Background: an optimization exercise with open tools, aiming at small area, a short achievable clock period and few clock cycles per item. Do not read the settings as production practice. No run shown here included a check of the RTL's function; only the layout flow was run. Power figures rest on the tool's default switching activity, not on a simulated workload.

## flow/design.v (module list and top-level ports; edited modules follow where they fit)
// module mant_l1: 1501 lines
// module mant_l2: 310 lines
// module mant_pipe: 16 lines
// module single_prec_mult: 34 lines
module single_prec_mult
  (
    input  wire        clk,
    input  wire        reset,
    input  wire        start,
    input  wire [31:0] a,
    input  wire [31:0] b,
    output wire [31:0] product,
    output reg         mult_done
  );
  // ...
==> flow/flow/run.sh <==
#!/bin/bash
# Standard layout with two changes:
#  - the port buffers are buf_2 cells rather than the resizer's default pick
#    (a slow delay buffer);
#  - after the standard synthesis, polarity.py flips full adders (which are
#    self-dual) to remove inverters between them; registers are untouched.
set -euo pipefail
export BUFFER_PORTS_ARGS="-buffer_cell sky130_fd_sc_hd__buf_2"
R="$PWD/orfs/results/$FLOW_PLATFORM/single_prec_mult/base"
bash standard.sh "$R/1_2_yosys.v" > synth.log 2>&1
python3 flow/polarity.py "$R/1_2_yosys.v" "$R/1_2_yosys.pol.v" > polarity.log 2>&1
cp "$R/1_2_yosys.v" "$R/1_2_yosys.std.v"
mv "$R/1_2_yosys.pol.v" "$R/1_2_yosys.v"
bash standard.sh > standard.log 2>&1
==> flow/flow/polarity.py <==
#!/usr/bin/env python3
"""Remove inverters around full adders in a mapped sky130 netlist.

A full adder is self-dual: FA(~a,~b,~c) = (~sum, ~cout).  So a full adder may be
replaced by the same cell fed with the complements of its inputs, its outputs then
carrying the complements.  This picks, by local search, which full adders to flip
so that fewest signals need an inverted copy, and rebuilds the inverters: one
inverter per signal whose inverted copy some load still needs.  Everything else
in the netlist (registers included) is kept as it is.

usage: polarity.py IN.v OUT.v
"""
import re, sys, collections

src = open(sys.argv[1]).read()
m = re.search(r'^(module .*?;\n)(.*)^endmodule', src, re.S | re.M)
head, body = m.group(1), m.group(2)
inst_re = re.compile(r'^\s*(sky130_fd_sc_hd__\w+)\s+(\S+)\s*\((.*?)\);\n', re.S | re.M)
decls = []
cells = []
pos = 0
for mm in inst_re.finditer(body):
    pre = body[pos:mm.start()]
    decls.append(pre)
    pins = [(p, n.strip()) for p, n in re.findall(r'\.(\w+)\(([^()]*)\)', mm.group(3))]
    cells.append([mm.group(1), mm.group(2), pins])
    pos = mm.end()
tail = body[pos:]
decl_txt = ''.join(decls)
assert 'assign' not in decl_txt and 'assign' not in tail, 'assign statements not handled'

OUTPINS = {'X', 'Y', 'Q', 'Q_N', 'SUM', 'COUT', 'HI', 'LO'}
def is_inv(t):
    return re.match(r'sky130_fd_sc_hd__(clk)?inv_\d+$', t) is not None
def is_fa(t):
    return re.match(r'sky130_fd_sc_hd__fa_\d+$', t) is not None

ports_out = set()
for mm in re.finditer(r'^\s*output\s+(\[(\d+):(\d+)\]\s+)?(\S+);', head + decl_txt, re.M):
    name = mm.group(4)
    if mm.group(1):
        hi, lo = int(mm.group(2)), int(mm.group(3))
        for i in range(min(hi, lo), max(hi, lo) + 1):
            ports_out.add('%s[%d]' % (name, i))
    else:
        ports_out.add(name)

driver = {}
for ci, (t, n, pins) in enumerate(cells):
    for p, net in pins:
        if p in OUTPINS:
            driver[net] = (ci, p)
invs = set(ci for ci, c in enumerate(cells) if is_inv(c[0]))
fas = [ci for ci, c in enumerate(cells) if is_fa(c[0])]

def base_of(net):
    par = 0
    seen = 0
    while net in driver and driver[net][0] in invs:
        ci = driver[net][0]
        net = dict(cells[ci][2])['A']
        par ^= 1
        seen += 1
        assert seen < 100
    return net, par

# loads: every input pin of a non-inverter cell, plus output ports driven through inverters
loads = []   # (cell index or None, pin, base, parity)
for ci, (t, n, pins) in enumerate(cells):
    if ci in invs:
        continue
    for pi, (p, net) in enumerate(pins):
        if p in OUTPINS:
            continue
        if net.startswith("1'") or net == '':
            continue
        b, par = base_of(net)
        loads.append((ci, pi, b, par))
# output ports driven by inverters need a load entry too
port_loads = []
for net in ports_out:
    if net in driver and driver[net][0] in invs:
        b, par = base_of(net)
        port_loads.append((net, b, par))

fixed = set()
for ci in fas:
    for p, net in cells[ci][2]:
        if p in ('SUM', 'COUT') and net in ports_out:
            fixed.add(ci)
fa_set = set(fas)
flip = collections.defaultdict(int)

by_base = collections.defaultdict(list)
for L in loads:
    by_base[L[2]].append(L)
for net, b, par in port_loads:
    by_base[b].append((None, net, b, par))
cell_bases = collections.defaultdict(set)   # bases touching an FA (as load or driver)
for b, Ls in by_base.items():
    for L in Ls:
        if L[0] is not None and L[0] in fa_set:
            cell_bases[L[0]].add(b)
    if b in driver and driver[b][0] in fa_set:
        cell_bases[driver[b][0]].add(b)

def need_inv(b):
    d = flip[driver[b][0]] if b in driver and driver[b][0] in fa_set else 0
    for ci, pi, bb, par in by_base[b]:
        f = flip[ci] if ci is not None and ci in fa_set else 0
        if par ^ f ^ d:
            return 1
    return 0

def cost_around(ci):
    return sum(need_inv(b) for b in cell_bases[ci])

before = sum(need_inv(b) for b in by_base)
changed = True
passes = 0
while changed and passes < 50:
    changed = False
    passes += 1
    for ci in fas:
        if ci in fixed:
            continue
        c0 = cost_around(ci)
        flip[ci] ^= 1
        c1 = cost_around(ci)
        if c1 < c0:
            changed = True
        else:
            flip[ci] ^= 1
# simulated annealing from the greedy result (deterministic seed)
import random, math
rng = random.Random(1)
cur = sum(need_inv(b) for b in by_base)
best = cur; best_flip = dict(flip)
free = [c for c in fas if c not in fixed]
T = 2.0
for it in range(200000):
    ci = free[rng.randrange(len(free))]
    c0 = cost_around(ci)
    flip[ci] ^= 1
    c1 = cost_around(ci)
    dlt = c1 - c0
    if dlt <= 0 or rng.random() < math.exp(-dlt / T):
        cur += dlt
        if cur < best:
            best = cur; best_flip = dict(flip)
    else:
        flip[ci] ^= 1
    T = max(0.05, 2.0 * (1 - it / 150000.0))
flip = collections.defaultdict(int, best_flip)
after = sum(need_inv(b) for b in by_base)

# rebuild
newcells = []
inv_net = {}
extra_wires = []
cnt = [0]
def inverted(b):
    if b not in inv_net:
        cnt[0] += 1
        nn = '_pol_n%d_' % cnt[0]
        extra_wires.append(nn)
        inv_net[b] = nn
        newcells.append(['sky130_fd_sc_hd__inv_1', '_pol_i%d_' % cnt[0], [('A', b), ('Y', nn)]])
    return inv_net[b]
load_map = {}
for b, Ls in by_base.items():
    d = flip[driver[b][0]] if b in driver and driver[b][0] in fa_set else 0
    for ci, pi, bb, par in Ls:
        f = flip[ci] if ci is not None and ci in fa_set else 0
        want_inv = par ^ f ^ d
        load_map[(ci, pi)] = inverted(b) if want_inv else b
out_cells = []
port_assign = []
for ci, (t, n, pins) in enumerate(cells):
    if ci in invs:
        continue
    newpins = []
    for pi, (p, net) in enumerate(pins):
        if (ci, pi) in load_map:
            net = load_map[(ci, pi)]
        newpins.append((p, net))
    out_cells.append([t, n, newpins])
# output ports that were driven by inverters: drive them with a buffer-free inverter or direct
for (ci, net), nn in ((k, v) for k, v in load_map.items() if k[0] is None):
    pass
for net, b, par in port_loads:
    d = flip[driver[b][0]] if b in driver and driver[b][0] in fa_set else 0
    if par ^ d:
        cnt[0] += 1
        out_cells.append(['sky130_fd_sc_hd__inv_1', '_pol_o%d_' % cnt[0], [('A', b), ('Y', net)]])
    else:
        cnt[0] += 1
        out_cells.append(['sky130_fd_sc_hd__buf_1', '_pol_o%d_' % cnt[0], [('A', b), ('X', net)]])
out_cells.extend(newcells)

# drop declarations of nets no longer used? keep them (dangling wires are harmless)
o = [head, decl_txt]
for w in extra_wires:
    o.append('  wire %s;\n' % w)
for t, n, pins in out_cells:
    o.append('  %s %s (\n%s\n  );\n' % (t, n, ',\n'.join('    .%s(%s%s)' % (p, net, ' ' if net.startswith('\\') else '') for p, net in pins)))
o.append(tail)
o.append('endmodule\n')
open(sys.argv[2], 'w').write(''.join(o) + src[m.end():])
sys.stderr.write('polarity: %d FAs, %d flipped, inverters %d -> %d (old inverter cells %d), %d passes\n'
                 % (len(fas), sum(flip[c] for c in fas), before, after, len(invs), passes))
==> flow/standard.sh <==
#!/bin/bash
# synth_recipe.tcl (not shown) runs the flow's synth.tcl, then flattens the netlist and writes it again
# the make line also repeats each setting of config.mk as NAME=value (left out here)
make -C /OpenROAD-flow-scripts/flow DESIGN_CONFIG=/design/flow/config.mk WORK_HOME=/design/flow/orfs CLKGATE_MAP_FILE= SYNTH_SCRIPT=/design/flow/synth_recipe.tcl "${@:-finish}"
==> flow/config.mk <==
export PLATFORM = sky130hd
export DESIGN_NAME = single_prec_mult
export DESIGN_NICKNAME = single_prec_mult
export VERILOG_FILES = /design/flow/design.v
export SDC_FILE = /design/flow/constraint.sdc
export NUM_CORES = 4
export LEC_CHECK = 0
export ABC_AREA = 1
export CAP_MARGIN = 20
export CORE_MARGIN = 2
export CORE_UTILIZATION = 70
export PLACE_DENSITY = 0.8
export SETUP_SLACK_MARGIN = 0.1
export SLEW_MARGIN = 20
==> flow/constraint.sdc <==
create_clock -name core_clock -period 5.0 [get_ports {clk}]
set_input_delay 1.0000 -clock core_clock [delete_from_list [all_inputs] [get_ports {clk}]]
set_output_delay 1.0000 -clock core_clock [all_outputs]
set_load 0.01 [all_outputs]
==> run notes, run 1 <==
total power 12.8 mW; clk sinks 92; Gate power share 0.790; worst r2r src mult_done$_DFFE_PP0P_; commonest cells after routing, fill and taps aside xor2_1, o22ai_1, fa_1, inv_1, nand2_1; area added between synthesis and finish 10.8%; Net Switching 6.61 mW; number of global-route vias before repair 14923; Initial Util 0.719; status complete, no violations; R2R setup slack 4.21 ns; fillcell total 1507; Worst EP arrival 4.78 ns; initial antenna violation count 1; Iteration-0 DRC Markers 2108; CTS H-tree lvls 3; GR Layer Usage met2 0.649; DR top layer met4; final worst-path cycle share 0.934; instance count on the critical path 12; Critical Path End mant_pipe.cut_q[30]$_DFFE_PP_; CP bufs+invs 1; layout cells sized above 1 0.149; WL/cell 24.6 microns; CP max stage cell fa_1; post-layout util 0.797
==> module mant_l2, before the edit <==
module mant_l2
  (
    input  wire [80:0] q,
    output wire [24:0] p
  );
wire s579;
wire c580;
wire s581;
wire c582;
wire s583;
wire c584;
wire s585;
wire c586;
wire s587;
wire c588;
wire s589;
wire c590;
wire s591;
wire c592;
wire s593;
wire c594;
wire s595;
wire c596;
wire s597;
wire c598;
wire s599;
wire c600;
wire s601;
wire c602;
wire s603;
wire c604;
wire s605;
wire c606;
wire s607;
wire c608;
wire s609;
wire c610;
wire s611;
wire c612;
wire s613;
wire c614;
wire s615;
wire c616;
wire s617;
wire c618;
wire s619;
wire c620;
wire s621;
wire c622;
wire s623;
wire c624;
wire s625;
wire c626;
wire s627;
wire c628;
wire s629;
wire c630;
wire s631;
wire c632;
wire s633;
wire c634;
assign s579 = q[20] ^ q[21];
assign c580 = q[20] & q[21];
assign s581 = q[23] ^ q[24];
assign c582 = q[23] & q[24];
assign s583 = q[25] ^ q[26];
assign c584 = q[25] & q[26];
assign s585 = q[27] ^ q[28];
assign c586 = q[27] & q[28];
assign s587 = q[29] ^ q[30];
assign c588 = q[29] & q[30];
assign s589 = q[31] ^ q[32] ^ q[33];
assign c590 = (q[31] & q[32]) | (q[33] & (q[31] ^ q[32]));
assign s591 = q[34] ^ q[35];
assign c592 = q[34] & q[35];
assign s593 = q[36] ^ q[37] ^ q[38];
assign c594 = (q[36] & q[37]) | (q[38] & (q[36] ^ q[37]));
assign s595 = q[39] ^ q[40];
assign c596 = q[39] & q[40];
assign s597 = q[41] ^ q[42];
assign c598 = q[41] & q[42];
assign s599 = q[43] ^ q[44] ^ q[45];
assign c600 = (q[43] & q[44]) | (q[45] & (q[43] ^ q[44]));
assign s601 = q[46] ^ q[47];
assign c602 = q[46] & q[47];
assign s603 = q[48] ^ q[49];
assign c604 = q[48] & q[49];
assign s605 = q[50] ^ q[51] ^ q[52];
assign c606 = (q[50] & q[51]) | (q[52] & (q[50] ^ q[51]));
assign s607 = q[53] ^ q[54];
assign c608 = q[53] & q[54];
assign s609 = q[55] ^ q[56];
assign c610 = q[55] & q[56];
assign s611 = q[57] ^ q[58];
assign c612 = q[57] & q[58];
assign s613 = q[59] ^ q[60];
assign c614 = q[59] & q[60];
assign s615 = q[61] ^ q[62];
assign c616 = q[61] & q[62];
assign s617 = q[63] ^ q[64];
assign c618 = q[63] & q[64];
assign s619 = q[65] ^ q[66];
assign c620 = q[65] & q[66];
assign s621 = q[67] ^ q[68];
assign c622 = q[67] & q[68];
assign s623 = q[69] ^ q[70];
assign c624 = q[69] & q[70];
assign s625 = q[71] ^ q[72];
assign c626 = q[71] & q[72];
assign s627 = q[73] ^ q[74];
assign c628 = q[73] & q[74];
assign s629 = q[75] ^ q[76];
assign c630 = q[75] & q[76];
assign s631 = q[77] ^ q[78];
assign c632 = q[77] & q[78];
assign s633 = q[79] ^ q[80];
assign c634 = q[79] & q[80];
wire [37:0] fa_a = {c632, c630, c628, c626, c624, c622, c620, c618, c616, c614, c612, c610, c608, s607, c604, c602, s601, c598, c596, s595, c592, s591, c588, c586, c584, c582, c580, q[22], q[18], q[16], q[14], q[12], q[10], q[8], q[6], q[4], q[2], q[0]};
wire [37:0] fa_b = {s633, s631, s629, s627, s625, s623, s621, s619, s617, s615, s613, s611, s609, c606, s605, s603, c600, s599, s597, c594, s593, c590, s589, s587, s585, s583, s581, s579, q[19], q[17], q[15], q[13], q[11], q[9], q[7], q[5], q[3], q[1]};
wire [37:0] fg = fa_a & fa_b;
wire [37:0] fp = fa_a ^ fa_b;
wire bg1 = fg[1] | (fp[1] & fg[0]);
wire bp1 = fp[1] & fp[0];
wire bg2 = fg[3] | (fp[3] & fg[2]);
wire bp2 = fp[3] & fp[2];
wire bg3 = fg[5] | (fp[5] & fg[4]);
wire bp3 = fp[5] & fp[4];
wire bg4 = fg[7] | (fp[7] & fg[6]);
wire bp4 = fp[7] & fp[6];
wire bg5 = fg[9] | (fp[9] & fg[8]);
wire bp5 = fp[9] & fp[8];
wire bg6 = fg[11] | (fp[11] & fg[10]);
wire bp6 = fp[11] & fp[10];
wire bg7 = fg[13] | (fp[13] & fg[12]);
wire bp7 = fp[13] & fp[12];
wire bg8 = fg[15] | (fp[15] & fg[14]);
wire bp8 = fp[15] & fp[14];
wire bg9 = fg[17] | (fp[17] & fg[16]);
wire bp9 = fp[17] & fp[16];
wire bg10 = fg[19] | (fp[19] & fg[18]);
wire bp10 = fp[19] & fp[18];
wire bg11 = fg[21] | (fp[21] & fg[20]);
wire bp11 = fp[21] & fp[20];
wire bg12 = fg[23] | (fp[23] & fg[22]);
wire bp12 = fp[23] & fp[22];
wire bg13 = fg[25] | (fp[25] & fg[24]);
wire bp13 = fp[25] & fp[24];
wire bg14 = fg[27] | (fp[27] & fg[26]);
wire bp14 = fp[27] & fp[26];
wire bg15 = fg[29] | (fp[29] & fg[28]);
wire bp15 = fp[29] & fp[28];
wire bg16 = fg[31] | (fp[31] & fg[30]);
wire bp16 = fp[31] & fp[30];
wire bg17 = fg[33] | (fp[33] & fg[32]);
wire bp17 = fp[33] & fp[32];
wire bg18 = fg[35] | (fp[35] & fg[34]);
wire bp18 = fp[35] & fp[34];
wire bg19 = fg[37] | (fp[37] & fg[36]);
wire bp19 = fp[37] & fp[36];
wire bg20 = fg[2] | (fp[2] & bg1);
wire bp20 = fp[2] & bp1;
wire bg21 = bg2 | (bp2 & bg1);
wire bp21 = bp2 & bp1;
wire bg22 = fg[6] | (fp[6] & bg3);
wire bp22 = fp[6] & bp3;
wire bg23 = bg4 | (bp4 & bg3);
wire bp23 = bp4 & bp3;
wire bg24 = fg[10] | (fp[10] & bg5);
wire bp24 = fp[10] & bp5;
wire bg25 = bg6 | (bp6 & bg5);
wire bp25 = bp6 & bp5;
wire bg26 = fg[14] | (fp[14] & bg7);
wire bp26 = fp[14] & bp7;
wire bg27 = bg8 | (bp8 & bg7);
wire bp27 = bp8 & bp7;
wire bg28 = fg[18] | (fp[18] & bg9);
wire bp28 = fp[18] & bp9;
wire bg29 = bg10 | (bp10 & bg9);
wire bp29 = bp10 & bp9;
wire bg30 = fg[22] | (fp[22] & bg11);
wire bp30 = fp[22] & bp11;
wire bg31 = bg12 | (bp12 & bg11);
wire bp31 = bp12 & bp11;
wire bg32 = fg[26] | (fp[26] & bg13);
wire bp32 = fp[26] & bp13;
wire bg33 = bg14 | (bp14 & bg13);
wire bp33 = bp14 & bp13;
wire bg34 = fg[30] | (fp[30] & bg15);
wire bp34 = fp[30] & bp15;
wire bg35 = bg16 | (bp16 & bg15);
wire bp35 = bp16 & bp15;
wire bg36 = fg[34] | (fp[34] & bg17);
wire bp36 = fp[34] & bp17;
wire bg37 = bg18 | (bp18 & bg17);
wire bp37 = bp18 & bp17;
wire bg38 = fg[4] | (fp[4] & bg21);
wire bp38 = fp[4] & bp21;
wire bg39 = bg3 | (bp3 & bg21);
wire bp39 = bp3 & bp21;
wire bg40 = bg22 | (bp22 & bg21);
wire bp40 = bp22 & bp21;
wire bg41 = bg23 | (bp23 & bg21);
wire bp41 = bp23 & bp21;
wire bg42 = fg[12] | (fp[12] & bg25);
wire bp42 = fp[12] & bp25;
wire bg43 = bg7 | (bp7 & bg25);
wire bp43 = bp7 & bp25;
wire bg44 = bg26 | (bp26 & bg25);
wire bp44 = bp26 & bp25;
wire bg45 = bg27 | (bp27 & bg25);
wire bp45 = bp27 & bp25;
wire bg46 = fg[20] | (fp[20] & bg29);
wire bp46 = fp[20] & bp29;
wire bg47 = bg11 | (bp11 & bg29);
wire bp47 = bp11 & bp29;
wire bg48 = bg30 | (bp30 & bg29);
wire bp48 = bp30 & bp29;
wire bg49 = bg31 | (bp31 & bg29);
wire bp49 = bp31 & bp29;
wire bg50 = fg[28] | (fp[28] & bg33);
wire bp50 = fp[28] & bp33;
wire bg51 = bg15 | (bp15 & bg33);
wire bp51 = bp15 & bp33;
wire bg52 = bg34 | (bp34 & bg33);
wire bp52 = bp34 & bp33;
wire bg53 = bg35 | (bp35 & bg33);
wire bp53 = bp35 & bp33;
wire bg54 = fg[36] | (fp[36] & bg37);
wire bp54 = fp[36] & bp37;
wire bg55 = bg19 | (bp19 & bg37);
wire bp55 = bp19 & bp37;
wire bg56 = fg[8] | (fp[8] & bg41);
wire bp56 = fp[8] & bp41;
wire bg57 = bg5 | (bp5 & bg41);
wire bp57 = bp5 & bp41;
wire bg58 = bg24 | (bp24 & bg41);
wire bp58 = bp24 & bp41;
wire bg59 = bg25 | (bp25 & bg41);
wire bp59 = bp25 & bp41;
wire bg60 = bg42 | (bp42 & bg41);
wire bp60 = bp42 & bp41;
wire bg61 = bg43 | (bp43 & bg41);
wire bp61 = bp43 & bp41;
wire bg62 = bg44 | (bp44 & bg41);
wire bp62 = bp44 & bp41;
wire bg63 = bg45 | (bp45 & bg41);
wire bp63 = bp45 & bp41;
wire bg64 = fg[24] | (fp[24] & bg49);
wire bp64 = fp[24] & bp49;
wire bg65 = bg13 | (bp13 & bg49);
wire bp65 = bp13 & bp49;
wire bg66 = bg32 | (bp32 & bg49);
wire bp66 = bp32 & bp49;
wire bg67 = bg33 | (bp33 & bg49);
wire bp67 = bp33 & bp49;
wire bg68 = bg50 | (bp50 & bg49);
wire bp68 = bp50 & bp49;
wire bg69 = bg51 | (bp51 & bg49);
wire bp69 = bp51 & bp49;
wire bg70 = bg52 | (bp52 & bg49);
wire bp70 = bp52 & bp49;
wire bg71 = bg53 | (bp53 & bg49);
wire bp71 = bp53 & bp49;
wire bg72 = fg[16] | (fp[16] & bg63);
wire bp72 = fp[16] & bp63;
wire bg73 = bg9 | (bp9 & bg63);
wire bp73 = bp9 & bp63;
wire bg74 = bg28 | (bp28 & bg63);
wire bp74 = bp28 & bp63;
wire bg75 = bg29 | (bp29 & bg63);
wire bp75 = bp29 & bp63;
wire bg76 = bg46 | (bp46 & bg63);
wire bp76 = bp46 & bp63;
wire bg77 = bg47 | (bp47 & bg63);
wire bp77 = bp47 & bp63;
wire bg78 = bg48 | (bp48 & bg63);
wire bp78 = bp48 & bp63;
wire bg79 = bg49 | (bp49 & bg63);
wire bp79 = bp49 & bp63;
wire bg80 = bg64 | (bp64 & bg63);
wire bp80 = bp64 & bp63;
wire bg81 = bg65 | (bp65 & bg63);
wire bp81 = bp65 & bp63;
wire bg82 = bg66 | (bp66 & bg63);
wire bp82 = bp66 & bp63;
wire bg83 = bg67 | (bp67 & bg63);
wire bp83 = bp67 & bp63;
wire bg84 = bg68 | (bp68 & bg63);
wire bp84 = bp68 & bp63;
wire bg85 = bg69 | (bp69 & bg63);
wire bp85 = bp69 & bp63;
wire bg86 = bg70 | (bp70 & bg63);
wire bp86 = bp70 & bp63;
wire bg87 = bg71 | (bp71 & bg63);
wire bp87 = bp71 & bp63;
wire bg88 = fg[32] | (fp[32] & bg87);
wire bp88 = fp[32] & bp87;
wire bg89 = bg17 | (bp17 & bg87);
wire bp89 = bp17 & bp87;
wire bg90 = bg36 | (bp36 & bg87);
wire bp90 = bp36 & bp87;
wire bg91 = bg37 | (bp37 & bg87);
wire bp91 = bp37 & bp87;
wire bg92 = bg54 | (bp54 & bg87);
wire bp92 = bp54 & bp87;
wire bg93 = bg55 | (bp55 & bg87);
wire bp93 = bp55 & bp87;
wire [37:0] fsum = {fp[37] ^ bg92, fp[36] ^ bg91, fp[35] ^ bg90, fp[34] ^ bg89, fp[33] ^ bg88, fp[32] ^ bg87, fp[31] ^ bg86, fp[30] ^ bg85, fp[29] ^ bg84, fp[28] ^ bg83, fp[27] ^ bg82, fp[26] ^ bg81, fp[25] ^ bg80, fp[24] ^ bg79, fp[23] ^ bg78, fp[22] ^ bg77, fp[21] ^ bg76, fp[20] ^ bg75, fp[19] ^ bg74, fp[18] ^ bg73, fp[17] ^ bg72, fp[16] ^ bg63, fp[15] ^ bg62, fp[14] ^ bg61, fp[13] ^ bg60, fp[12] ^ bg59, fp[11] ^ bg58, fp[10] ^ bg57, fp[9] ^ bg56, fp[8] ^ bg41, fp[7] ^ bg40, fp[6] ^ bg39, fp[5] ^ bg38, fp[4] ^ bg21, fp[3] ^ bg20, fp[2] ^ bg1, fp[1] ^ fg[0], fp[0]};
assign p = fsum[37:13];
endmodule
==> module mant_pipe, before the edit <==
module mant_pipe
  (
    input  wire        clk,
    input  wire        en,
    input  wire [22:0] x,
    input  wire [22:0] y,
    output wire [24:0] p
  );
wire [80:0] cut;
reg  [80:0] cut_q;
mant_l1 mant_l1 (.x(x), .y(y), .cut(cut));
always @(posedge clk)
  if (en)
    cut_q <= cut;
mant_l2 mant_l2 (.q(cut_q), .p(p));
endmodule
==> run 2: changes to the inputs <==
--- a/flow/design.v
+++ b/flow/design.v
@@ -1,13 +1,13 @@
 module mant_l1
   (
     input  wire [22:0] x,
     input  wire [22:0] y,
-    output wire [80:0] cut
+    output wire [72:0] cut
   );
 wire s1;
 wire c2;
 wire s3;
 wire c4;
 wire s5;
 wire c6;
 wire s7;
@@ -953,27 +953,26 @@
 assign s33 = pp0_9 ^ pp1_7 ^ pp2_5;
 assign c34 = (pp0_9 & pp1_7) | (pp2_5 & (pp0_9 ^ pp1_7));
 assign s35 = pp3_3 ^ pp4_1 ^ c26;
 assign c36 = (pp3_3 & pp4_1) | (c26 & (pp3_3 ^ pp4_1));
 assign s37 = c28 ^ s33 ^ s35;
 assign c38 = (c28 & s33) | (s35 & (c28 ^ s33));
 assign s39 = c30 ^ c32;
 assign c40 = c30 & c32;
-wire [10:0] lowsum = {1'b0, s37, c24, s21, s15, s9, s5, c2, pp1_0, pp0_1, neg0} + {1'b0, s39, s31, s23, s17, s11, s7, s3, s1, 1'b0, pp0_0};
 assign s41 = neg5 ^ pp0_10 ^ pp1_8;
 assign c42 = (neg5 & pp0_10) | (pp1_8 & (neg5 ^ pp0_10));
 assign s43 = pp2_6 ^ pp3_4 ^ pp4_2;
 assign c44 = (pp2_6 & pp3_4) | (pp4_2 & (pp2_6 ^ pp3_4));
 assign s45 = pp5_0 ^ c34 ^ s41;
 assign c46 = (pp5_0 & c34) | (s41 & (pp5_0 ^ c34));
 assign s47 = s43 ^ c36 ^ s45;
 assign c48 = (s43 & c36) | (s45 & (s43 ^ c36));
-assign s49 = c38 ^ s47 ^ c40;
-assign c50 = (c38 & s47) | (c40 & (c38 ^ s47));
+assign s49 = c38 ^ s47;
+assign c50 = c38 & s47;
 assign s51 = pp0_11 ^ pp1_9 ^ pp2_7;
 assign c52 = (pp0_11 & pp1_9) | (pp2_7 & (pp0_11 ^ pp1_9));
 assign s53 = pp3_5 ^ pp4_3 ^ pp5_1;
 assign c54 = (pp3_5 & pp4_3) | (pp5_1 & (pp3_5 ^ pp4_3));
 assign s55 = c42 ^ c44 ^ s51;
 assign c56 = (c42 & c44) | (s51 & (c42 ^ c44));
 assign s57 = s53 ^ c46 ^ s55;
 assign c58 = (s53 & c46) | (s55 & (s53 ^ c46));
@@ -998,30 +997,31 @@
 assign s77 = pp6_1 ^ c62 ^ c64;
 assign c78 = (pp6_1 & c62) | (c64 & (pp6_1 ^ c62));
 assign s79 = s73 ^ s75 ^ c66;
 assign c80 = (s73 & s75) | (c66 & (s73 ^ s75));
 assign s81 = c68 ^ s77 ^ s79;
 assign c82 = (c68 & s77) | (s79 & (c68 ^ s77));
 assign s83 = c70 ^ c72;
 assign c84 = c70 & c72;
+wire [14:0] lowsum = {1'b0, s81, c60, c50, c40, s37, c24, s21, s15, s9, s5, c2, pp1_0, pp0_1, neg0} + {1'b0, s83, s71, s59, s49, s39, s31, s23, s17, s11, s7, s3, s1, 1'b0, pp0_0};
 assign s85 = neg7 ^ pp0_14 ^ pp1_12;
 assign c86 = (neg7 & pp0_14) | (pp1_12 & (neg7 ^ pp0_14));
 assign s87 = pp2_10 ^ pp3_8 ^ pp4_6;
 assign c88 = (pp2_10 & pp3_8) | (pp4_6 & (pp2_10 ^ pp3_8));
 assign s89 = pp5_4 ^ pp6_2 ^ pp7_0;
 assign c90 = (pp5_4 & pp6_2) | (pp7_0 & (pp5_4 ^ pp6_2));
 assign s91 = c74 ^ c76 ^ s85;
 assign c92 = (c74 & c76) | (s85 & (c74 ^ c76));
 assign s93 = s87 ^ s89 ^ c78;
 assign c94 = (s87 & s89) | (c78 & (s87 ^ s89));
 assign s95 = s91 ^ c80 ^ s93;
 assign c96 = (s91 & c80) | (s93 & (s91 ^ c80));
-assign s97 = c82 ^ s95;
-assign c98 = c82 & s95;
+assign s97 = c82 ^ s95 ^ c84;
+assign c98 = (c82 & s95) | (c84 & (c82 ^ s95));
 assign s99 = pp0_15 ^ pp1_13 ^ pp2_11;
 assign c100 = (pp0_15 & pp1_13) | (pp2_11 & (pp0_15 ^ pp1_13));
 assign s101 = pp3_9 ^ pp4_7 ^ pp5_5;
 assign c102 = (pp3_9 & pp4_7) | (pp5_5 & (pp3_9 ^ pp4_7));
 assign s103 = pp6_3 ^ pp7_1 ^ c86;
 assign c104 = (pp6_3 & pp7_1) | (c86 & (pp6_3 ^ pp7_1));
 assign s105 = c88 ^ c90 ^ s101;
 assign c106 = (c88 & c90) | (s101 & (c88 ^ c90));
@@ -1492,21 +1492,21 @@
 assign s571 = c564 ^ s569 ^ c566;
 assign c572 = (c564 & s569) | (c566 & (c564 ^ s569));
 assign s573 = 1'b1 ^ x[22] ^ pp11_24;
 assign c574 = (1'b1 & x[22]) | (pp11_24 & (1'b1 ^ x[22]));
 assign s575 = c570 ^ s573;
 assign c576 = c570 & s573;
 assign s577 = 1'b1 ^ c574;
 assign c578 = 1'b1 & c574;
-assign cut = {c576, s577, c572, s575, s571, c568, c562, s567, s561, c556, c548, s555, s547, c540, c530, s539, s529, c520, c508, s519, s507, c496, c482, s495, s481, c468, s467, c452, c436, s451, c434, s435, c418, s417, c400, c382, s399, c380, s381, c362, s361, c342, c322, s341, c320, s321, c300, c278, s299, c276, s277, c256, s255, c236, s235, c216, s215, c198, c180, s197, c178, s179, s177, s161, c144, s143, c128, s127, c112, s111, c98, s97, c84, s83, s81, s71, c60, c50, s59, lowsum[10], s49};
+assign cut = {c576, s577, c572, s575, s571, c568, c562, s567, s561, c556, c548, s555, s547, c540, c530, s539, s529, c520, c508, s519, s507, c496, c482, s495, s481, c468, s467, c452, c436, s451, c434, s435, c418, s417, c400, c382, s399, c380, s381, c362, s361, c342, c322, s341, c320, s321, c300, c278, s299, c276, s277, c256, s255, c236, s235, c216, s215, c198, c180, s197, c178, s179, s177, s161, c144, s143, c128, s127, c112, c98, s111, lowsum[14], s97};
 endmodule
 module mant_l2
   (
-    input  wire [80:0] q,
+    input  wire [72:0] q,
     output wire [24:0] p
   );
 wire s579;
 wire c580;
 wire s581;
 wire c582;
 wire s583;
 wire c584;
@@ -1555,76 +1555,76 @@
 wire s627;
 wire c628;
 wire s629;
 wire c630;
 wire s631;
 wire c632;
 wire s633;
 wire c634;
-assign s579 = q[20] ^ q[21];
-assign c580 = q[20] & q[21];
-assign s581 = q[23] ^ q[24];
-assign c582 = q[23] & q[24];
-assign s583 = q[25] ^ q[26];
-assign c584 = q[25] & q[26];
-assign s585 = q[27] ^ q[28];
-assign c586 = q[27] & q[28];
-assign s587 = q[29] ^ q[30];
-assign c588 = q[29] & q[30];
-assign s589 = q[31] ^ q[32] ^ q[33];
-assign c590 = (q[31] & q[32]) | (q[33] & (q[31] ^ q[32]));
-assign s591 = q[34] ^ q[35];
-assign c592 = q[34] & q[35];
-assign s593 = q[36] ^ q[37] ^ q[38];
-assign c594 = (q[36] & q[37]) | (q[38] & (q[36] ^ q[37]));
-assign s595 = q[39] ^ q[40];
-assign c596 = q[39] & q[40];
-assign s597 = q[41] ^ q[42];
-assign c598 = q[41] & q[42];
-assign s599 = q[43] ^ q[44] ^ q[45];
-assign c600 = (q[43] & q[44]) | (q[45] & (q[43] ^ q[44]));
-assign s601 = q[46] ^ q[47];
-assign c602 = q[46] & q[47];
-assign s603 = q[48] ^ q[49];
-assign c604 = q[48] & q[49];
-assign s605 = q[50] ^ q[51] ^ q[52];
-assign c606 = (q[50] & q[51]) | (q[52] & (q[50] ^ q[51]));
-assign s607 = q[53] ^ q[54];
-assign c608 = q[53] & q[54];
-assign s609 = q[55] ^ q[56];
-assign c610 = q[55] & q[56];
-assign s611 = q[57] ^ q[58];
-assign c612 = q[57] & q[58];
-assign s613 = q[59] ^ q[60];
-assign c614 = q[59] & q[60];
-assign s615 = q[61] ^ q[62];
-assign c616 = q[61] & q[62];
-assign s617 = q[63] ^ q[64];
-assign c618 = q[63] & q[64];
-assign s619 = q[65] ^ q[66];
-assign c620 = q[65] & q[66];
-assign s621 = q[67] ^ q[68];
-assign c622 = q[67] & q[68];
-assign s623 = q[69] ^ q[70];
-assign c624 = q[69] & q[70];
-assign s625 = q[71] ^ q[72];
-assign c626 = q[71] & q[72];
-assign s627 = q[73] ^ q[74];
-assign c628 = q[73] & q[74];
-assign s629 = q[75] ^ q[76];
-assign c630 = q[75] & q[76];
-assign s631 = q[77] ^ q[78];
-assign c632 = q[77] & q[78];
-assign s633 = q[79] ^ q[80];
-assign c634 = q[79] & q[80];
-wire [37:0] fa_a = {c632, c630, c628, c626, c624, c622, c620, c618, c616, c614, c612, c610, c608, s607, c604, c602, s601, c598, c596, s595, c592, s591, c588, c586, c584, c582, c580, q[22], q[18], q[16], q[14], q[12], q[10], q[8], q[6], q[4], q[2], q[0]};
-wire [37:0] fa_b = {s633, s631, s629, s627, s625, s623, s621, s619, s617, s615, s613, s611, s609, c606, s605, s603, c600, s599, s597, c594, s593, c590, s589, s587, s585, s583, s581, s579, q[19], q[17], q[15], q[13], q[11], q[9], q[7], q[5], q[3], q[1]};
-wire [37:0] fg = fa_a & fa_b;
-wire [37:0] fp = fa_a ^ fa_b;
+assign s579 = q[12] ^ q[13];
+assign c580 = q[12] & q[13];
+assign s581 = q[15] ^ q[16];
+assign c582 = q[15] & q[16];
+assign s583 = q[17] ^ q[18];
+assign c584 = q[17] & q[18];
+assign s585 = q[19] ^ q[20];
+assign c586 = q[19] & q[20];
+assign s587 = q[21] ^ q[22];
+assign c588 = q[21] & q[22];
+assign s589 = q[23] ^ q[24] ^ q[25];
+assign c590 = (q[23] & q[24]) | (q[25] & (q[23] ^ q[24]));
+assign s591 = q[26] ^ q[27];
+assign c592 = q[26] & q[27];
+assign s593 = q[28] ^ q[29] ^ q[30];
+assign c594 = (q[28] & q[29]) | (q[30] & (q[28] ^ q[29]));
+assign s595 = q[31] ^ q[32];
+assign c596 = q[31] & q[32];
+assign s597 = q[33] ^ q[34];
+assign c598 = q[33] & q[34];
+assign s599 = q[35] ^ q[36] ^ q[37];
+assign c600 = (q[35] & q[36]) | (q[37] & (q[35] ^ q[36]));
+assign s601 = q[38] ^ q[39];
+assign c602 = q[38] & q[39];
+assign s603 = q[40] ^ q[41];
+assign c604 = q[40] & q[41];
+assign s605 = q[42] ^ q[43] ^ q[44];
+assign c606 = (q[42] & q[43]) | (q[44] & (q[42] ^ q[43]));
+assign s607 = q[45] ^ q[46];
+assign c608 = q[45] & q[46];
+assign s609 = q[47] ^ q[48];
+assign c610 = q[47] & q[48];
+assign s611 = q[49] ^ q[50];
+assign c612 = q[49] & q[50];
+assign s613 = q[51] ^ q[52];
+assign c614 = q[51] & q[52];
+assign s615 = q[53] ^ q[54];
+assign c616 = q[53] & q[54];
+assign s617 = q[55] ^ q[56];
+assign c618 = q[55] & q[56];
+assign s619 = q[57] ^ q[58];
+assign c620 = q[57] & q[58];
+assign s621 = q[59] ^ q[60];
+assign c622 = q[59] & q[60];
+assign s623 = q[61] ^ q[62];
+assign c624 = q[61] & q[62];
+assign s625 = q[63] ^ q[64];
+assign c626 = q[63] & q[64];
+assign s627 = q[65] ^ q[66];
+assign c628 = q[65] & q[66];
+assign s629 = q[67] ^ q[68];
+assign c630 = q[67] & q[68];
+assign s631 = q[69] ^ q[70];
+assign c632 = q[69] & q[70];
+assign s633 = q[71] ^ q[72];
+assign c634 = q[71] & q[72];
+wire [33:0] fa_a = {c632, c630, c628, c626, c624, c622, c620, c618, c616, c614, c612, c610, c608, s607, c604, c602, s601, c598, c596, s595, c592, s591, c588, c586, c584, c582, c580, q[14], q[10], q[8], q[6], q[4], q[2], q[0]};
+wire [33:0] fa_b = {s633, s631, s629, s627, s625, s623, s621, s619, s617, s615, s613, s611, s609, c606, s605, s603, c600, s599, s597, c594, s593, c590, s589, s587, s585, s583, s581, s579, q[11], q[9], q[7], q[5], q[3], q[1]};
+wire [33:0] fg = fa_a & fa_b;
+wire [33:0] fp = fa_a ^ fa_b;
 wire bg1 = fg[1] | (fp[1] & fg[0]);
 wire bp1 = fp[1] & fp[0];
 wire bg2 = fg[3] | (fp[3] & fg[2]);
 wire bp2 = fp[3] & fp[2];
 wire bg3 = fg[5] | (fp[5] & fg[4]);
 wire bp3 = fp[5] & fp[4];
 wire bg4 = fg[7] | (fp[7] & fg[6]);
 wire bp4 = fp[7] & fp[6];
@@ -1649,181 +1649,161 @@
 wire bg14 = fg[27] | (fp[27] & fg[26]);
 wire bp14 = fp[27] & fp[26];
 wire bg15 = fg[29] | (fp[29] & fg[28]);
 wire bp15 = fp[29] & fp[28];
 wire bg16 = fg[31] | (fp[31] & fg[30]);
 wire bp16 = fp[31] & fp[30];
 wire bg17 = fg[33] | (fp[33] & fg[32]);
 wire bp17 = fp[33] & fp[32];
-wire bg18 = fg[35] | (fp[35] & fg[34]);
-wire bp18 = fp[35] & fp[34];
-wire bg19 = fg[37] | (fp[37] & fg[36]);
-wire bp19 = fp[37] & fp[36];
-wire bg20 = fg[2] | (fp[2] & bg1);
-wire bp20 = fp[2] & bp1;
-wire bg21 = bg2 | (bp2 & bg1);
-wire bp21 = bp2 & bp1;
-wire bg22 = fg[6] | (fp[6] & bg3);
-wire bp22 = fp[6] & bp3;
-wire bg23 = bg4 | (bp4 & bg3);
-wire bp23 = bp4 & bp3;
-wire bg24 = fg[10] | (fp[10] & bg5);
-wire bp24 = fp[10] & bp5;
-wire bg25 = bg6 | (bp6 & bg5);
-wire bp25 = bp6 & bp5;
-wire bg26 = fg[14] | (fp[14] & bg7);
-wire bp26 = fp[14] & bp7;
-wire bg27 = bg8 | (bp8 & bg7);
-wire bp27 = bp8 & bp7;
-wire bg28 = fg[18] | (fp[18] & bg9);
-wire bp28 = fp[18] & bp9;
-wire bg29 = bg10 | (bp10 & bg9);
-wire bp29 = bp10 & bp9;
-wire bg30 = fg[22] | (fp[22] & bg11);
-wire bp30 = fp[22] & bp11;
-wire bg31 = bg12 | (bp12 & bg11);
-wire bp31 = bp12 & bp11;
-wire bg32 = fg[26] | (fp[26] & bg13);
-wire bp32 = fp[26] & bp13;
-wire bg33 = bg14 | (bp14 & bg13);
-wire bp33 = bp14 & bp13;
-wire bg34 = fg[30] | (fp[30] & bg15);
-wire bp34 = fp[30] & bp15;
-wire bg35 = bg16 | (bp16 & bg15);
-wire bp35 = bp16 & bp15;
-wire bg36 = fg[34] | (fp[34] & bg17);
-wire bp36 = fp[34] & bp17;
-wire bg37 = bg18 | (bp18 & bg17);
-wire bp37 = bp18 & bp17;
-wire bg38 = fg[4] | (fp[4] & bg21);
-wire bp38 = fp[4] & bp21;
-wire bg39 = bg3 | (bp3 & bg21);
-wire bp39 = bp3 & bp21;
-wire bg40 = bg22 | (bp22 & bg21);
-wire bp40 = bp22 & bp21;
-wire bg41 = bg23 | (bp23 & bg21);
-wire bp41 = bp23 & bp21;
-wire bg42 = fg[12] | (fp[12] & bg25);
-wire bp42 = fp[12] & bp25;
-wire bg43 = bg7 | (bp7 & bg25);
-wire bp43 = bp7 & bp25;
-wire bg44 = bg26 | (bp26 & bg25);
-wire bp44 = bp26 & bp25;
-wire bg45 = bg27 | (bp27 & bg25);
-wire bp45 = bp27 & bp25;
-wire bg46 = fg[20] | (fp[20] & bg29);
-wire bp46 = fp[20] & bp29;
-wire bg47 = bg11 | (bp11 & bg29);
-wire bp47 = bp11 & bp29;
-wire bg48 = bg30 | (bp30 & bg29);
-wire bp48 = bp30 & bp29;
-wire bg49 = bg31 | (bp31 & bg29);
-wire bp49 = bp31 & bp29;
-wire bg50 = fg[28] | (fp[28] & bg33);
-wire bp50 = fp[28] & bp33;
-wire bg51 = bg15 | (bp15 & bg33);
-wire bp51 = bp15 & bp33;
-wire bg52 = bg34 | (bp34 & bg33);
-wire bp52 = bp34 & bp33;
-wire bg53 = bg35 | (bp35 & bg33);
-wire bp53 = bp35 & bp33;
-wire bg54 = fg[36] | (fp[36] & bg37);
-wire bp54 = fp[36] & bp37;
-wire bg55 = bg19 | (bp19 & bg37);
-wire bp55 = bp19 & bp37;
-wire bg56 = fg[8] | (fp[8] & bg41);
-wire bp56 = fp[8] & bp41;
-wire bg57 = bg5 | (bp5 & bg41);
-wire bp57 = bp5 & bp41;
-wire bg58 = bg24 | (bp24 & bg41);
-wire bp58 = bp24 & bp41;
-wire bg59 = bg25 | (bp25 & bg41);
-wire bp59 = bp25 & bp41;
-wire bg60 = bg42 | (bp42 & bg41);
-wire bp60 = bp42 & bp41;
-wire bg61 = bg43 | (bp43 & bg41);
-wire bp61 = bp43 & bp41;
-wire bg62 = bg44 | (bp44 & bg41);
-wire bp62 = bp44 & bp41;
-wire bg63 = bg45 | (bp45 & bg41);
-wire bp63 = bp45 & bp41;
-wire bg64 = fg[24] | (fp[24] & bg49);
-wire bp64 = fp[24] & bp49;
-wire bg65 = bg13 | (bp13 & bg49);
-wire bp65 = bp13 & bp49;
-wire bg66 = bg32 | (bp32 & bg49);
-wire bp66 = bp32 & bp49;
-wire bg67 = bg33 | (bp33 & bg49);
-wire bp67 = bp33 & bp49;
-wire bg68 = bg50 | (bp50 & bg49);
-wire bp68 = bp50 & bp49;
-wire bg69 = bg51 | (bp51 & bg49);
-wire bp69 = bp51 & bp49;
-wire bg70 = bg52 | (bp52 & bg49);
-wire bp70 = bp52 & bp49;
-wire bg71 = bg53 | (bp53 & bg49);
-wire bp71 = bp53 & bp49;
-wire bg72 = fg[16] | (fp[16] & bg63);
-wire bp72 = fp[16] & bp63;
-wire bg73 = bg9 | (bp9 & bg63);
-wire bp73 = bp9 & bp63;
-wire bg74 = bg28 | (bp28 & bg63);
-wire bp74 = bp28 & bp63;
-wire bg75 = bg29 | (bp29 & bg63);
-wire bp75 = bp29 & bp63;
-wire bg76 = bg46 | (bp46 & bg63);
-wire bp76 = bp46 & bp63;
-wire bg77 = bg47 | (bp47 & bg63);
-wire bp77 = bp47 & bp63;
-wire bg78 = bg48 | (bp48 & bg63);
-wire bp78 = bp48 & bp63;
-wire bg79 = bg49 | (bp49 & bg63);
-wire bp79 = bp49 & bp63;
-wire bg80 = bg64 | (bp64 & bg63);
-wire bp80 = bp64 & bp63;
-wire bg81 = bg65 | (bp65 & bg63);
-wire bp81 = bp65 & bp63;
-wire bg82 = bg66 | (bp66 & bg63);
-wire bp82 = bp66 & bp63;
-wire bg83 = bg67 | (bp67 & bg63);
-wire bp83 = bp67 & bp63;
-wire bg84 = bg68 | (bp68 & bg63);
-wire bp84 = bp68 & bp63;
-wire bg85 = bg69 | (bp69 & bg63);
-wire bp85 = bp69 & bp63;
-wire bg86 = bg70 | (bp70 & bg63);
-wire bp86 = bp70 & bp63;
-wire bg87 = bg71 | (bp71 & bg63);
-wire bp87 = bp71 & bp63;
-wire bg88 = fg[32] | (fp[32] & bg87);
-wire bp88 = fp[32] & bp87;
-wire bg89 = bg17 | (bp17 & bg87);
-wire bp89 = bp17 & bp87;
-wire bg90 = bg36 | (bp36 & bg87);
-wire bp90 = bp36 & bp87;
-wire bg91 = bg37 | (bp37 & bg87);
-wire bp91 = bp37 & bp87;
-wire bg92 = bg54 | (bp54 & bg87);
-wire bp92 = bp54 & bp87;
-wire bg93 = bg55 | (bp55 & bg87);
-wire bp93 = bp55 & bp87;
-wire [37:0] fsum = {fp[37] ^ bg92, fp[36] ^ bg91, fp[35] ^ bg90, fp[34] ^ bg89, fp[33] ^ bg88, fp[32] ^ bg87, fp[31] ^ bg86, fp[30] ^ bg85, fp[29] ^ bg84, fp[28] ^ bg83, fp[27] ^ bg82, fp[26] ^ bg81, fp[25] ^ bg80, fp[24] ^ bg79, fp[23] ^ bg78, fp[22] ^ bg77, fp[21] ^ bg76, fp[20] ^ bg75, fp[19] ^ bg74, fp[18] ^ bg73, fp[17] ^ bg72, fp[16] ^ bg63, fp[15] ^ bg62, fp[14] ^ bg61, fp[13] ^ bg60, fp[12] ^ bg59, fp[11] ^ bg58, fp[10] ^ bg57, fp[9] ^ bg56, fp[8] ^ bg41, fp[7] ^ bg40, fp[6] ^ bg39, fp[5] ^ bg38, fp[4] ^ bg21, fp[3] ^ bg20, fp[2] ^ bg1, fp[1] ^ fg[0], fp[0]};
-assign p = fsum[37:13];
+wire bg18 = fg[2] | (fp[2] & bg1);
+wire bp18 = fp[2] & bp1;
+wire bg19 = bg2 | (bp2 & bg1);
+wire bp19 = bp2 & bp1;
+wire bg20 = fg[6] | (fp[6] & bg3);
+wire bp20 = fp[6] & bp3;
+wire bg21 = bg4 | (bp4 & bg3);
+wire bp21 = bp4 & bp3;
+wire bg22 = fg[10] | (fp[10] & bg5);
+wire bp22 = fp[10] & bp5;
+wire bg23 = bg6 | (bp6 & bg5);
+wire bp23 = bp6 & bp5;
+wire bg24 = fg[14] | (fp[14] & bg7);
+wire bp24 = fp[14] & bp7;
+wire bg25 = bg8 | (bp8 & bg7);
+wire bp25 = bp8 & bp7;
+wire bg26 = fg[18] | (fp[18] & bg9);
+wire bp26 = fp[18] & bp9;
+wire bg27 = bg10 | (bp10 & bg9);
+wire bp27 = bp10 & bp9;
+wire bg28 = fg[22] | (fp[22] & bg11);
+wire bp28 = fp[22] & bp11;
+wire bg29 = bg12 | (bp12 & bg11);
+wire bp29 = bp12 & bp11;
+wire bg30 = fg[26] | (fp[26] & bg13);
+wire bp30 = fp[26] & bp13;
+wire bg31 = bg14 | (bp14 & bg13);
+wire bp31 = bp14 & bp13;
+wire bg32 = fg[30] | (fp[30] & bg15);
+wire bp32 = fp[30] & bp15;
+wire bg33 = bg16 | (bp16 & bg15);
+wire bp33 = bp16 & bp15;
+wire bg34 = fg[4] | (fp[4] & bg19);
+wire bp34 = fp[4] & bp19;
+wire bg35 = bg3 | (bp3 & bg19);
+wire bp35 = bp3 & bp19;
+wire bg36 = bg20 | (bp20 & bg19);
+wire bp36 = bp20 & bp19;
+wire bg37 = bg21 | (bp21 & bg19);
+wire bp37 = bp21 & bp19;
+wire bg38 = fg[12] | (fp[12] & bg23);
+wire bp38 = fp[12] & bp23;
+wire bg39 = bg7 | (bp7 & bg23);
+wire bp39 = bp7 & bp23;
+wire bg40 = bg24 | (bp24 & bg23);
+wire bp40 = bp24 & bp23;
+wire bg41 = bg25 | (bp25 & bg23);
+wire bp41 = bp25 & bp23;
+wire bg42 = fg[20] | (fp[20] & bg27);
+wire bp42 = fp[20] & bp27;
+wire bg43 = bg11 | (bp11 & bg27);
+wire bp43 = bp11 & bp27;
+wire bg44 = bg28 | (bp28 & bg27);
+wire bp44 = bp28 & bp27;
+wire bg45 = bg29 | (bp29 & bg27);
+wire bp45 = bp29 & bp27;
+wire bg46 = fg[28] | (fp[28] & bg31);
+wire bp46 = fp[28] & bp31;
+wire bg47 = bg15 | (bp15 & bg31);
+wire bp47 = bp15 & bp31;
+wire bg48 = bg32 | (bp32 & bg31);
+wire bp48 = bp32 & bp31;
+wire bg49 = bg33 | (bp33 & bg31);
+wire bp49 = bp33 & bp31;
+wire bg50 = fg[8] | (fp[8] & bg37);
+wire bp50 = fp[8] & bp37;
+wire bg51 = bg5 | (bp5 & bg37);
+wire bp51 = bp5 & bp37;
+wire bg52 = bg22 | (bp22 & bg37);
+wire bp52 = bp22 & bp37;
+wire bg53 = bg23 | (bp23 & bg37);
+wire bp53 = bp23 & bp37;
+wire bg54 = bg38 | (bp38 & bg37);
+wire bp54 = bp38 & bp37;
+wire bg55 = bg39 | (bp39 & bg37);
+wire bp55 = bp39 & bp37;
+wire bg56 = bg40 | (bp40 & bg37);
+wire bp56 = bp40 & bp37;
+wire bg57 = bg41 | (bp41 & bg37);
+wire bp57 = bp41 & bp37;
+wire bg58 = fg[24] | (fp[24] & bg45);
+wire bp58 = fp[24] & bp45;
+wire bg59 = bg13 | (bp13 & bg45);
+wire bp59 = bp13 & bp45;
+wire bg60 = bg30 | (bp30 & bg45);
+wire bp60 = bp30 & bp45;
+wire bg61 = bg31 | (bp31 & bg45);
+wire bp61 = bp31 & bp45;
+wire bg62 = bg46 | (bp46 & bg45);
+wire bp62 = bp46 & bp45;
+wire bg63 = bg47 | (bp47 & bg45);
+wire bp63 = bp47 & bp45;
+wire bg64 = bg48 | (bp48 & bg45);
+wire bp64 = bp48 & bp45;
+wire bg65 = bg49 | (bp49 & bg45);
+wire bp65 = bp49 & bp45;
+wire bg66 = fg[16] | (fp[16] & bg57);
+wire bp66 = fp[16] & bp57;
+wire bg67 = bg9 | (bp9 & bg57);
+wire bp67 = bp9 & bp57;
+wire bg68 = bg26 | (bp26 & bg57);
+wire bp68 = bp26 & bp57;
+wire bg69 = bg27 | (bp27 & bg57);
+wire bp69 = bp27 & bp57;
+wire bg70 = bg42 | (bp42 & bg57);
+wire bp70 = bp42 & bp57;
+wire bg71 = bg43 | (bp43 & bg57);
+wire bp71 = bp43 & bp57;
+wire bg72 = bg44 | (bp44 & bg57);
+wire bp72 = bp44 & bp57;
+wire bg73 = bg45 | (bp45 & bg57);
+wire bp73 = bp45 & bp57;
+wire bg74 = bg58 | (bp58 & bg57);
+wire bp74 = bp58 & bp57;
+wire bg75 = bg59 | (bp59 & bg57);
+wire bp75 = bp59 & bp57;
+wire bg76 = bg60 | (bp60 & bg57);
+wire bp76 = bp60 & bp57;
+wire bg77 = bg61 | (bp61 & bg57);
+wire bp77 = bp61 & bp57;
+wire bg78 = bg62 | (bp62 & bg57);
+wire bp78 = bp62 & bp57;
+wire bg79 = bg63 | (bp63 & bg57);
+wire bp79 = bp63 & bp57;
+wire bg80 = bg64 | (bp64 & bg57);
+wire bp80 = bp64 & bp57;
+wire bg81 = bg65 | (bp65 & bg57);
+wire bp81 = bp65 & bp57;
+wire bg82 = fg[32] | (fp[32] & bg81);
+wire bp82 = fp[32] & bp81;
+wire bg83 = bg17 | (bp17 & bg81);
+wire bp83 = bp17 & bp81;
+wire [33:0] fsum = {fp[33] ^ bg82, fp[32] ^ bg81, fp[31] ^ bg80, fp[30] ^ bg79, fp[29] ^ bg78, fp[28] ^ bg77, fp[27] ^ bg76, fp[26] ^ bg75, fp[25] ^ bg74, fp[24] ^ bg73, fp[23] ^ bg72, fp[22] ^ bg71, fp[21] ^ bg70, fp[20] ^ bg69, fp[19] ^ bg68, fp[18] ^ bg67, fp[17] ^ bg66, fp[16] ^ bg57, fp[15] ^ bg56, fp[14] ^ bg55, fp[13] ^ bg54, fp[12] ^ bg53, fp[11] ^ bg52, fp[10] ^ bg51, fp[9] ^ bg50, fp[8] ^ bg37, fp[7] ^ bg36, fp[6] ^ bg35, fp[5] ^ bg34, fp[4] ^ bg19, fp[3] ^ bg18, fp[2] ^ bg1, fp[1] ^ fg[0], fp[0]};
+assign p = fsum[33:9];
 endmodule
 module mant_pipe
   (
     input  wire        clk,
     input  wire        en,
     input  wire [22:0] x,
     input  wire [22:0] y,
     output wire [24:0] p
   );
-wire [80:0] cut;
-reg  [80:0] cut_q;
+wire [72:0] cut;
+reg  [72:0] cut_q;
 mant_l1 mant_l1 (.x(x), .y(y), .cut(cut));
 always @(posedge clk)
   if (en)
     cut_q <= cut;
 mant_l2 mant_l2 (.q(cut_q), .p(p));
 endmodule
 module single_prec_mult
   (
==> run 2 against run 1 <==
Compared with the run above: now fails the layout checks on negative setup slack; worst setup slack got worse by 0.37 ns; maximum frequency decreased by 7.3%; global-route usage up 1.6 points; largest power group unchanged.
==> run notes, run 2 <==
IO Count 100 (unchanged); Largest regs mant_pipe.cut_q (73), e_q (8) (was mant_pipe.cut_q (81), e_q (8)); worst-margin pin slew 1.04 ns (was 1.08 ns); static leakage 8.95 nW (was 8.87 nW); number of global-route vias before repair 15476 (was 14923); synthesized instance count 1799 (was 1802); PwrDens 689 nW/um^2 (was 681 nW/um^2); first-pass GRT wire length 88300 microns (was 84800 microns); worst r2r src mult_done$_DFFE_PP0P_ (unchanged); Worst EP arrival 4.04 ns (was 4.78 ns); status complete, but fails checks (was complete, no violations); CTS tree built (unchanged); pin count of the biggest net entering global routing 54 (was 63); setup violators final 13 (was 0); Gate power share 0.809 (was 0.790); Synth Net Count 2242 (was 2246); DR pass1 iterations 9 (was 7); Final Non-Filler Cells 2257 (was 2241); grt total ovfl 0 (unchanged); final worst-path cycle share 1.01 (was 0.934); core region area 24100 sq um (was 23600 sq um); max-cap viol count 0 (unchanged); Iteration-0 DRC Markers 2253 (was 2108); clock latency (worst-skew pair) 0.36 ns (about the same); CTS H-tree lvls 3 (unchanged); most common cell after layout, fill and taps aside xor2_1 (unchanged); Final WS setup -0.0364 ns (was 0.330 ns); Post-DP HPWL 43700 microns (was 43100 microns); Ys Warns 2 (unchanged); initial antenna violation count 0 (was 1); final hold vios 0 (unchanged); Die ar. 25600 sq um (was 25500 sq um); sequential power share 0.135 (was 0.151); largest fanout on the critical path 7 (was 14); Net Switching 6.75 mW (was 6.61 mW); Initial Util 0.707 (was 0.719); Final nets 2371 (was 2360); commonest cells after routing, fill and taps aside xor2_1, fa_1, inv_1, o22ai_1, nand2_1 (was xor2_1, o22ai_1, fa_1, inv_1, nand2_1); clock tree buffer depth 2 (unchanged); WS Path Type register to output port (was input port to register); GP Congestion 1.02 (was 1.01); CP required 4.00 ns (was 5.11 ns); cts hold-fix bufs 0 (unchanged); # port buffers 99 (unchanged); vias per inst 6.66 (was 6.55); final hold slack 0.460 ns (was 0.465 ns); total CTS buffers 9 (unchanged); Die Width 160 microns (about the same); count of pins over their slew limit 0 (unchanged); Rows 57 (was 56); Critical Path Source mant_pipe.cut_q[23]$_DFFE_PP_ (was b[3]); WL/cell 25.5 microns (was 24.6 microns); clk sinks 84 (was 92); syn avg cell area 9.48 sq um (was 9.42 sq um); Max VDD drop 0.639 mV (was 0.613 mV); M1 WL 20900 microns (was 20600 microns); final antenna-violating net count 0 (unchanged); RSZ-0062 raised after global routing true (was false); fmax 199 MHz (was 214 MHz); wire length on met2 25500 microns (was 23700 microns); Die Ht 160 microns (about the same); slew margin rel. 0.298 (was 0.272); Total Routing Usage GR 0.455 (was 0.439); Pint 6.48 mW (was 6.20 mW); Largest Register mant_pipe.cut_q (unchanged); area added between synthesis and finish 12.5% (was 10.8%); Period minus WS final 5.04 ns (was 4.67 ns); design area 19200 sq um (was 18800 sq um); worst hold path class input port to asynchronous set/reset pin (unchanged); startpoint types register (was input port); residual DRC count 0 (unchanged); Placed Cells 2228 (was 2224); Worst setup EP type output port (was register); max reg flops 73 (was 81); Failed Checks negative setup slack; n_diodes 0 (was 1); clk_skew 0 ns (unchanged); CTS Root Cell clkbuf_16 (unchanged); mapped cell area 17100 sq um (was 17000 sq um); Worst-path clk slew 0.07 ns (was 0.08 ns); post-placement cell area 18500 sq um (about the same); Clock Power Share 0.057 (was 0.059); sw frac 0.510 (was 0.516); DR top layer met4 (unchanged); layout cells sized above 1 0.194 (was 0.149); Total Wirelength 57500 microns (was 55100 microns); Via Count 15033 (was 14676); Met3 Wirelength 8090 microns (was 8270 microns)
[run 2: cell count changes in the layout (fill, tap and decap cells not counted), sizes merged, moves of 8 or more]
cell / previous run / this run
xor2: 282 / 270
o21ai: 25 / 34
nand3: 89 / 54
nor2: 26 / 48
inv: 231 / 252
edfxtp: 91 / 83
[run 2: repair_timing]
action | in CTS | in global routing
buffers inserted | 9 | 3
gates resized for setup | 24 | 30
cloned | 2 | 0
endpoints found under the setup margin | 27 | 30
hold endpoints to repair | 0 | 0
pin swaps | 7 | 17
[run 2: metal layers]
| layer | track usage | vias to the layer above |
|---|---|---|
| li1 | - | 6271 |
| met1 | 0.601 | 7257 |
| met2 | 0.702 | 1253 |
| met3 | 0.141 | 252 |
| met4 | 0.196 | 0 |
| met5 | 0 | - |
[run 2: layout make-up]
class | count | area (sq um)
Multi-Input combinational cell | 1333 | 13100
Fill cell | 1530 | 4920
Sequential cell | 84 | 2520
Timing Repair Buffer | 249 | 1880
Inverter | 251 | 951
Tap cell | 324 | 405
Clock buffer | 9 | 225
Clock inverter | 7 | 98.8
[run 2: metrics by stage]
step	power [mW]	TNS (ns)	util	setup WS (ns)
2_1_floorplan	8.31	0	-	0.119
3_3_place_gp	10.7	0	0.766	0.199
3_5_place_dp	11.4	0	0.766	0.0496
4_1_cts	12.6	0	0.790	0.0666
5_1_grt	14.4	-3.38	0.796	-0.184
6_report	13.2	-0.209	0.796	-0.0364
[run 2: critical path, stage by stage, from the launching register on]
cell,delay [ns]
edfxtp_1,0.40
fa_1,0.54
ha_4,0.31
nand2_4,0.06
inv_2,0.05
nand2_2,0.06
nor3_2,0.11
nand2_1,0.12
nand2_2,0.14
nand2_2,0.08
nand2_2,0.09
a31oi_4,0.09
fa_2,0.37
xor2_2,0.19
or2_1,0.27
nand3_2,0.10
clkinvlp_4,0.13
bufbuf_16,0.29
nand3_1,0.08
nand2_1,0.06
buf_2,0.13
[run 2: power by group through the flow]
stage / clock network (mW) / registers (mW) / logic (mW)
finish: 0.747 / 1.78 / 10.7
global placement: 0 / 1.78 / 8.93
global route: 0.773 / 1.81 / 11.8
CTS: 0.747 / 1.78 / 10.0
floorplan: 0 / 1.73 / 6.59
detailed placement: 0 / 1.80 / 9.63
[run 2: worst paths after layout]
| path | to | slack, ns | cells past startpoint |
|---|---|---|---|
| max reg2reg | mult_done$_DFFE_PP0P_ | 4.20 | 1 |
| min | mult_done$_DFFE_PP0P_ | 0.46 | 2 |
| min reg2reg | mult_done$_DFFE_PP0P_ | 0.50 | 1 |
| max | product[16] | -0.04 | 20 |
| min in group core_clock | mult_done$_DFFE_PP0P_ | 0.50 | 1 |
| max in group asynchronous | mult_done$_DFFE_PP0P_ | 4.45 | 2 |

-- re-timing with driven ports --
In the flow no input, the clock included, has a driving cell. The finished layouts below were timed again as built, in two steps.
Step 1 assumes that a clkbuf_16 drives the clock port and a buf_2 every other input.
Step 2, shift: input delay + t, output delay - t, t = (earliest + latest rising clock arrival at the registers) / 2. This alone moves slack from input paths to output paths.
Slacks: no drivers / after step 1 / after step 2; pairs: no drivers / after step 1.
run | t, ns | slack for setup (ns) | worst setup path at the end | slew at the worst register clock pin (ns) | worst data-port slew with drivers (ns)
run 1 | 0.408 | 0.330 / 0.350 / -0.058 | input to register | 0.09 / 0.09 | 0.11
run 2 | 0.402 | -0.036 / -0.082 / 0.002 | input to register | 0.07 / 0.07 | 0.05
Met with ideal ports but missed after step 2: setup timing in run 1. For run 1, which loses most, drivers alone change the setup slack by +0.020 ns; drivers and shift together by -0.388 ns.
